This design comes from an exercise in tuning for small area and a short achievable clock period on the open sky130 flow, not from production work.
Only simulation tests tie the RTL to the original design; equivalence was not proved.
No activity file was given, so power comes from the tool's default toggle rates.

==> flow/design.v (excerpt) <==
module DSP (A,B,D,C,CLK,CARRYIN,OPMODE,BCIN,RSTA,RSTB,RSTM,
RSTP,RSTC,RSTD,RSTCARRYIN,RSTOPMODE,CEA,CEB,CEM,CEP,CEC,CED,
CECARRYIN,CEOPMODE,PCIN,BCOUT,PCOUT,P,M,CARRYOUT,CARRYOUTF);
  parameter A0REG=0;
  parameter A1REG=1;
  parameter B0REG=0;
  parameter B1REG=1;
  parameter CREG=1;
  parameter DREG=1;
  parameter MREG=1;
  parameter PREG=1;
  parameter CARRYINREG=1;
  parameter CARRYOUTREG=1;
  parameter OPMODEREG=1;
  parameter CARRYINSEL="OPMODE5";
  parameter B_INPUT ="DIRECT";
  parameter RSTTYPE ="SYNC";
  input [17:0] A,B,D,BCIN;
  input [47:0] C,PCIN;
  input [7:0] OPMODE;
  input CLK,CARRYIN,RSTA,RSTB,RSTC,RSTCARRYIN,RSTD,RSTM,
  RSTOPMODE,RSTP,CEA,CEB,CECARRYIN,CEC,CED,CEM,CEOPMODE,CEP;
  output [17:0] BCOUT;
  output [47:0] PCOUT;
  output [47:0] P;
  output [35:0] M;
  output CARRYOUT,CARRYOUTF;
  reg [7:0] opm;
  reg [17:0] dr, ar, br;
  reg [47:0] cr, pr;
  reg cyi, cyo;
  reg [35:0] ms;
  reg [35:2] mc;
  wire s6 = opm[6];
  wire [17:0] bx = B ^ {18{s6}};
  wire pre_hp0 = dr[0] ^ bx[0];
  wire pre_hg0 = dr[0] & bx[0];
  wire pre_hp1 = dr[1] ^ bx[1];
  wire pre_hg1 = dr[1] & bx[1];
  wire pre_hp2 = dr[2] ^ bx[2];
  wire pre_hg2 = dr[2] & bx[2];
  wire pre_hp3 = dr[3] ^ bx[3];
  wire pre_hg3 = dr[3] & bx[3];
  wire pre_hp4 = dr[4] ^ bx[4];
  wire pre_hg4 = dr[4] & bx[4];
  wire pre_hp5 = dr[5] ^ bx[5];
  wire pre_hg5 = dr[5] & bx[5];
  wire pre_hp6 = dr[6] ^ bx[6];
  wire pre_hg6 = dr[6] & bx[6];
  wire pre_hp7 = dr[7] ^ bx[7];
  wire pre_hg7 = dr[7] & bx[7];
  wire pre_hp8 = dr[8] ^ bx[8];
  wire pre_hg8 = dr[8] & bx[8];
  wire pre_hp9 = dr[9] ^ bx[9];
  wire pre_hg9 = dr[9] & bx[9];
  wire pre_hp10 = dr[10] ^ bx[10];
  wire pre_hg10 = dr[10] & bx[10];
  wire pre_hp11 = dr[11] ^ bx[11];
  wire pre_hg11 = dr[11] & bx[11];
  wire pre_hp12 = dr[12] ^ bx[12];
  wire pre_hg12 = dr[12] & bx[12];
  wire pre_hp13 = dr[13] ^ bx[13];
  wire pre_hg13 = dr[13] & bx[13];
  wire pre_hp14 = dr[14] ^ bx[14];
  wire pre_hg14 = dr[14] & bx[14];
  wire pre_hp15 = dr[15] ^ bx[15];
  wire pre_hg15 = dr[15] & bx[15];
  wire pre_hp16 = dr[16] ^ bx[16];
  wire pre_hg16 = dr[16] & bx[16];
  wire pre_hp17 = dr[17] ^ bx[17];
  wire pre_hg17 = dr[17] & bx[17];
  wire pre_g0_1 = pre_hg0 | (pre_hp0 & s6);
  wire pre_g0_3 = pre_hg2 | (pre_hp2 & pre_hg1);
  wire pre_p0_3 = pre_hp2 & pre_hp1;
  wire pre_g0_5 = pre_hg4 | (pre_hp4 & pre_hg3);
  ...
Size in the first run: ~270 flip-flops, ~350 I/O pins, ~0.024 mm^2 of cells after synthesis.
clock: 7.0 ns
lec_check: 0
abc_area: 1
cap_margin: 20
core_margin: 2
core_utilization: 40
cts_cluster_diameter: 100
cts_cluster_size: 22
setup_slack_margin: 2.9
slew_margin: 20
buffer_ports_args: -buffer_cell sky130_fd_sc_hd__buf_2
pre_resize_tcl: /design/flow/flow/ports.tcl
standard.sh (not shown) runs the stock make flow with config.mk's settings and CLKGATE_MAP_FILE= SYNTH_SCRIPT=/design/flow/synth_recipe.tcl, a recipe that flattens the netlist after the stock synthesis.
==> flow/flow/run.sh <==
#!/bin/bash
# The standard layout (standard.sh: standard synthesis, then ORFS to
# finish), with one change: the port buffers are plain buffers (buf_2 from
# buffer_ports, then buf_1 on the inputs) instead of the delay cell
# buffer_ports picks by default.  Each tool's output is in orfs/logs.
set -euo pipefail
HERE=$(pwd)
cat >> config.mk <<EOC
export BUFFER_PORTS_ARGS = -buffer_cell sky130_fd_sc_hd__buf_2
export PRE_RESIZE_TCL = $HERE/flow/ports.tcl
EOC
bash standard.sh > standard.log 2>&1
==> flow/flow/ports.tcl <==
# Before repair_design: the input ports' buffers become buf_1.
set n 0
foreach bterm [[ord::get_db_block] getBTerms] {
  if {[$bterm getIoType] ne "INPUT"} { continue }
  set net [$bterm getNet]
  if {$net eq "NULL" || [$net getSigType] eq "CLOCK"} { continue }
  foreach iterm [$net getITerms] {
    set inst [$iterm getInst]
    if {[[$inst getMaster] getName] eq "sky130_fd_sc_hd__buf_2"} {
      replace_cell [get_cells [$inst getName]] sky130_fd_sc_hd__buf_1
      incr n
    }
  }
}
puts "flow/ports.tcl: $n input buffers set to buf_1"
The starting point completed with no timing, DRC or antenna violations.
Rerun with:
CAP_MARGIN = 5   (was 20)
CTS_CLUSTER_DIAMETER = 115   (was 100)
CTS_CLUSTER_SIZE = 24   (was 22)
SLEW_MARGIN = 5   (was 20)
- The changed run completed without violations
- clock power shrinks by a little under a tenth
- register-to-register slack got worse by 0.03 ns
- global-route usage is about the same
- utilization fell by 0.27 points
- clock skew is about the same
Rerun with:
CAP_MARGIN = 20   (was 5)
CTS_CLUSTER_DIAMETER = 100   (was 115)
CTS_CLUSTER_SIZE = 22   (was 24)
SETUP_SLACK_MARGIN = 2.8   (was 2.9)
SLEW_MARGIN = 20   (was 5)
Register-to-register slack degrades by 0.08 ns.
Count of clock-buffer cells in the layout climbs by 3.
Total power drops by 0.47%.
Clock power climbs by about 9%.
Area after synthesis does not change.
Utilization drops by 0.73 points.
Final area drops by 1.6%.

==> separate check: timing with driven ports <==
The flow's constraints put no driver on any port. The routed layouts listed below were extracted and timed again, unchanged, in two steps.
Step 1: set_driving_cell puts a clkbuf_16 on CLK and a buf_2 on each other input, an assumption about the parent block.
Step 2, shift: input delay + t, output delay - t, t = (earliest + latest rising clock arrival at the registers) / 2. This alone moves slack from input paths to output paths.
Three values: ideal ports, drivers, drivers and shift; two values: the first two.
run | t (ns) | setup WS [ns] | worst setup path at the end
the first run | 0.607 | 3.015 / 2.954 / 2.491 | input to register
the second run | 0.591 | 3.003 / 2.964 / 2.493 | input to register
the third run | 0.607 | 2.905 / 2.845 / 2.489 | input to register
After both steps setup and hold are still met in every run listed. For the first run, which loses most, drivers alone change the setup slack by -0.061 ns; drivers and shift together by -0.524 ns.
